Context: an optimization exercise on an open-source flow, tuned for small area. The choices shown serve that exercise and are no tape-out recipe. In this exercise RTL edits were held to simulation tests only and were not proved equivalent to the original. The clock port is modelled as an ideal driver; clocking choices that lean on that would not hold on a real chip. Power and IR drop assume default switching activity.

== juniper ==
==> flow/design.v (excerpt) <==
module MainClock(
	input CP50,  
	input Ctrl24To12,  
	input nCR,EN,  
	input SwitchMHToS,DisplayA,  
	input AdjH,AdjM,  
	output reg LEDAlarm,
	output LED0,
	output reg LEDZ,
	output [3:0] Choose,  
	output reg [6:0] HEX  
    );
==> flow/config.mk <==
export PLATFORM = sky130hd
export DESIGN_NAME = MainClock
export DESIGN_NICKNAME = MainClock
export VERILOG_FILES = /design/flow/design.v
export SDC_FILE = /design/flow/constraint.sdc
export NUM_CORES = 4
export LEC_CHECK = 0
export ABC_AREA = 1
export CAP_MARGIN = 20
export CORE_MARGIN = 2
export CORE_UTILIZATION = 40
export SLEW_MARGIN = 20
==> flow/constraint.sdc <==
create_clock -name core_clock -period 10.0 [get_ports {CP50}]
set_input_delay 2.0000 -clock core_clock [delete_from_list [all_inputs] [get_ports {CP50}]]
set_output_delay 2.0000 -clock core_clock [all_outputs]
set_load 0.01 [all_outputs]
standard.sh (not shown) runs the stock make flow with config.mk's settings and CLKGATE_MAP_FILE= SYNTH_SCRIPT=/design/flow/synth_recipe.tcl, a recipe that flattens the netlist after the stock synthesis.
==> flow/flow/run.sh <==
#!/bin/bash
# Own layout flow: the standard ORFS flow (standard.sh's make call), except
#  - synthesis maps the combinational logic with flow/abc.script and no adder cells
#    (registers come out of the standard synthesis steps unchanged),
#  - ports are buffered with the smallest buffer,
#  - the clock tree is built without dummy loads (flow/cts_args.txt), and its root
#    buffer, which drives only the leaf buffers, is a small one, and the leaves are
#    buf_6 (flow/post_cts.tcl),
#  - the reset port buffer drives the resets itself (flow/post_resize.tcl).
set -euo pipefail
W=$(pwd)
export MY_ABC_SCRIPT=$W/flow/abc.script
{ head -n 1 synth_recipe.tcl; cat flow/abc_override.tcl; tail -n +2 synth_recipe.tcl; } > my_synth.tcl
MAKE_LINE=$(grep '^make -C' standard.sh | sed 's/ "\${@:-finish}"$//')
MAKE_LINE=${MAKE_LINE//synth_recipe.tcl/my_synth.tcl}
grep -q my_synth.tcl <<< "$MAKE_LINE"
CTS="$(cat flow/cts_args.txt)"
eval "$MAKE_LINE" ADDER_MAP_FILE= \
  "'BUFFER_PORTS_ARGS=-buffer_cell sky130_fd_sc_hd__buf_1'" \
  "'CTS_ARGS=$CTS'" POST_CTS_TCL=$W/flow/post_cts.tcl POST_RESIZE_TCL=$W/flow/post_resize.tcl finish > flow.log 2>&1
F=$W/orfs/results/sky130hd/MainClock/base
: # left out here: write the final layout as DEF
==> flow/flow/abc.script <==
strash
&get -n
&deepsyn -T 30
&dch -f
&nf -R 1000 -a
&put
topo
==> flow/flow/post_cts.tcl <==
# The clock tree root only drives the four leaf buffers: use a small buffer for it.
set root [get_cells -quiet clkbuf_0_CP50]
if { [llength $root] == 1 } {
  replace_cell $root sky130_fd_sc_hd__clkbuf_2
  puts "post_cts: root clock buffer resized to clkbuf_2"
}
# The leaf buffers: buf_6 drives about as strongly as clkbuf_8 and is smaller.
foreach leaf [get_cells -quiet clkbuf_*_*__f_CP50] {
  replace_cell $leaf sky130_fd_sc_hd__buf_6
  puts "post_cts: [get_full_name $leaf] resized to buf_6"
}
==> flow/flow/post_resize.tcl <==
# The reset port's buffer drives only one more buffer, which drives the registers'
# resets: drop that second buffer and give the port buffer its size instead.
set block [ord::get_db_block]
set pnet [$block findNet nCR]
set pbs {}
foreach it [$pnet getITerms] { lappend pbs [$it getInst] }
if { [llength $pbs] == 1 } {
  set pb [lindex $pbs 0]
  set onet ""
  foreach it [$pb getITerms] { if { [$it isOutputSignal] } { set onet [$it getNet] } }
  if { $onet != "" && $onet != "NULL" } {
    set loads {}
    foreach it [$onet getITerms] { if { [$it getInst] != $pb } { lappend loads [$it getInst] } }
    if { [llength $loads] == 1 } {
      set b [lindex $loads 0]
      set m [[$b getMaster] getName]
      if { [regexp {^sky130_fd_sc_hd__(clk)?buf_[0-9]+$} $m] } {
        set bname [$b getName]
        set pbname [$pb getName]
        remove_buffers [get_cells $bname]
        replace_cell [get_cells $pbname] $m
        puts "post_resize: removed $bname, reset port buffer $pbname is now $m"
      }
    }
  }
}
Other scripts of this flow, unchanged in this note and not shown: flow/flow/abc_override.tcl, flow/flow/cts_args.txt
The following lists how tundra was set up differently from juniper:
-- flow/flow/run.sh --
<<< juniper, line 6
#  - the clock tree is built without dummy loads (flow/cts_args.txt), and its root
#    buffer, which drives only the leaf buffers, is a small one, and the leaves are
#    buf_6 (flow/post_cts.tcl),
#  - the reset port buffer drives the resets itself (flow/post_resize.tcl).
>>> tundra, line 6
#  - the clock tree is built without dummy loads (flow/cts_args.txt).
<<< juniper, line 20
  "'CTS_ARGS=$CTS'" POST_CTS_TCL=$W/flow/post_cts.tcl POST_RESIZE_TCL=$W/flow/post_resize.tcl finish > flow.log 2>&1
>>> tundra, line 17
  "'CTS_ARGS=$CTS'" finish > flow.log 2>&1
==> flow/flow/abc.script <==
strash
&get -n
&deepsyn -T 30
&dch
&nf -R 1000
&put
topo
removed: flow/flow/post_cts.tcl
removed: flow/flow/post_resize.tcl
Findings:
Compared with juniper, in tundra clock power went up by 9.2%, relative slew slack moved up, number of multi-input logic gates saw a decrease, multi-input logic portion of the cell area went down 1.1 points. From juniper to tundra the numbers moved as follows: post-detailed-routing wire length moved down, global-route wire length before repair moved down, sum of net half-perimeters after detailed placement level, final cell count moved up.
> inputs changed (tundra -> maple)
-- flow/flow/run.sh --
<<< tundra, line 6
#  - the clock tree is built without dummy loads (flow/cts_args.txt).
>>> maple, line 6
#  - the clock tree is built without dummy loads (flow/cts_args.txt), and its root
#    buffer, which drives only the leaf buffers, is a small one, and the leaves are
#    buf_6 (flow/post_cts.tcl),
#  - the reset port buffer drives the resets itself (flow/post_resize.tcl).
<<< tundra, line 17
  "'CTS_ARGS=$CTS'" finish > flow.log 2>&1
>>> maple, line 20
  "'CTS_ARGS=$CTS'" POST_CTS_TCL=$W/flow/post_cts.tcl POST_RESIZE_TCL=$W/flow/post_resize.tcl finish > flow.log 2>&1
==> flow/flow/post_cts.tcl (new file) <==
# The clock tree root only drives the four leaf buffers: use a small buffer for it.
set root [get_cells -quiet clkbuf_0_CP50]
if { [llength $root] == 1 } {
  replace_cell $root sky130_fd_sc_hd__clkbuf_2
  puts "post_cts: root clock buffer resized to clkbuf_2"
}
# The leaf buffers: buf_6 drives about as strongly as clkbuf_8 and is smaller.
foreach leaf [get_cells -quiet clkbuf_*_*__f_CP50] {
  replace_cell $leaf sky130_fd_sc_hd__buf_6
  puts "post_cts: [get_full_name $leaf] resized to buf_6"
}
==> flow/flow/post_resize.tcl (new file) <==
# The reset port's buffer drives only one more buffer, which drives the registers'
# resets: drop that second buffer and give the port buffer its size instead.
set block [ord::get_db_block]
set pnet [$block findNet nCR]
set pbs {}
foreach it [$pnet getITerms] { lappend pbs [$it getInst] }
if { [llength $pbs] == 1 } {
  set pb [lindex $pbs 0]
  set onet ""
  foreach it [$pb getITerms] { if { [$it isOutputSignal] } { set onet [$it getNet] } }
  if { $onet != "" && $onet != "NULL" } {
    set loads {}
    foreach it [$onet getITerms] { if { [$it getInst] != $pb } { lappend loads [$it getInst] } }
    if { [llength $loads] == 1 } {
      set b [lindex $loads 0]
      set m [[$b getMaster] getName]
      if { [regexp {^sky130_fd_sc_hd__(clk)?buf_[0-9]+$} $m] } {
        set bname [$b getName]
        set pbname [$pb getName]
        remove_buffers [get_cells $bname]
        replace_cell [get_cells $pbname] $m
        puts "post_resize: removed $bname, reset port buffer $pbname is now $m"
      }
    }
  }
}
Results
There was hardly any difference in minimum hold slack between maple and tundra. maple against tundra: fraction of layout cells with a size suffix above 1 now smaller; normalized max-slew margin now larger; number of ordinary and repair buffers in the finished layout moved down; total power of the final layout fell by 3.6%; worst stage delay on the critical path went down by 0.04 ns. Of the two candidates, tundra has the better switching power of the nets and maple the worse one. NOTE final instance area tundra->maple decreased slightly. maple vs tundra: fraction of power consumed by combinational cells up. Comparing maple and tundra, the higher fmax is on maple.
Input-level comparison between yarrow and maple:
-- flow/flow/run.sh --
<<< maple, line 7
#    buffer, which drives only the leaf buffers, is a small one, and the leaves are
#    buf_6 (flow/post_cts.tcl),
#  - the reset port buffer drives the resets itself (flow/post_resize.tcl).
>>> yarrow, line 7
#    buffer, which drives only the leaf buffers, is a small one (flow/post_cts.tcl).
<<< maple, line 20
  "'CTS_ARGS=$CTS'" POST_CTS_TCL=$W/flow/post_cts.tcl POST_RESIZE_TCL=$W/flow/post_resize.tcl finish > flow.log 2>&1
>>> yarrow, line 18
  "'CTS_ARGS=$CTS'" POST_CTS_TCL=$W/flow/post_cts.tcl finish > flow.log 2>&1
==> flow/flow/post_cts.tcl <==
# The clock tree root only drives the four leaf buffers: use a small buffer for it.
set root [[ord::get_db_block] findInst clkbuf_0_CP50]
if { $root != "NULL" } {
  replace_cell $root sky130_fd_sc_hd__clkbuf_2
  puts "post_cts: root clock buffer resized to clkbuf_2"
}
removed: flow/flow/post_resize.tcl
[summary]
From maple to yarrow, count of buffers inserted at the top-level ports did not move at all.
Per the comparison of yarrow with maple, clock sink total did not really move, placed instance area did not really move, gate count of the mapped netlist did not really move, estimated wirelength of the detail-placed design went up, synthesized area did not really move.
yarrow got as far as clock tree synthesis, where a tool error ended the run.
[inputs] raven vs yarrow
-- flow/flow/post_cts.tcl --
<<< yarrow, line 2
set root [[ord::get_db_block] findInst clkbuf_0_CP50]
if { $root != "NULL" } {
>>> raven, line 2
set root [get_cells -quiet clkbuf_0_CP50]
if { [llength $root] == 1 } {
Findings:
No stage failed in raven, and the final checks on the layout all came back clean. Distinct cell type count of the synthesized netlist came out exactly the same in raven and yarrow. Per the comparison of raven with yarrow, post-placement cell count held steady, number of placed I/O pins held steady. Adder and majority cell fraction of the synthesized area: raven vs yarrow, no meaningful difference. Xor/xnor cell area share of the yosys netlist: yarrow vs raven identical. Between raven and yarrow, the compound-cell area share of the yosys netlist figures differ only marginally. yarrow -> raven: fraction of the yosys area taken by sequential cells delta 0, exact match.

what the ideal ports hide:
In the flow no input, the clock included, has a driving cell. The finished layouts below were timed again as built, in two steps. Step 1 assumes that a clkbuf_16 drives the clock port and a buf_2 every other input. Step 2 also shifts input and output timing later by t, the mid clock arrival at the registers, as if the neighbouring blocks saw the same clock. a / b / c = no drivers / after step 1 / after step 2; a / b = the first two.
run | t, ns | setup slack, ns | hold WS [ns] | worst setup path after step 2 | cell pins on the clock port's net
juniper | 0.380 | 5.013 / 4.985 / 4.890 | 0.354 / 0.354 / 0.354 | input to register | 1
tundra | 0.318 | 4.977 / 4.978 / 4.660 | 0.359 / 0.359 / 0.359 | input to register | 1
maple | 0.380 | 5.048 / 5.048 / 4.668 | 0.361 / 0.361 / 0.361 | input to register | 1
raven | 0.401 | 5.098 / 5.097 / 4.695 | 0.359 / 0.359 / 0.359 | input to register | 1
After both steps every run listed still meets setup and hold. The setup slack of raven, which loses most, moves by -0.001 ns with the drivers and by -0.403 ns with both steps.
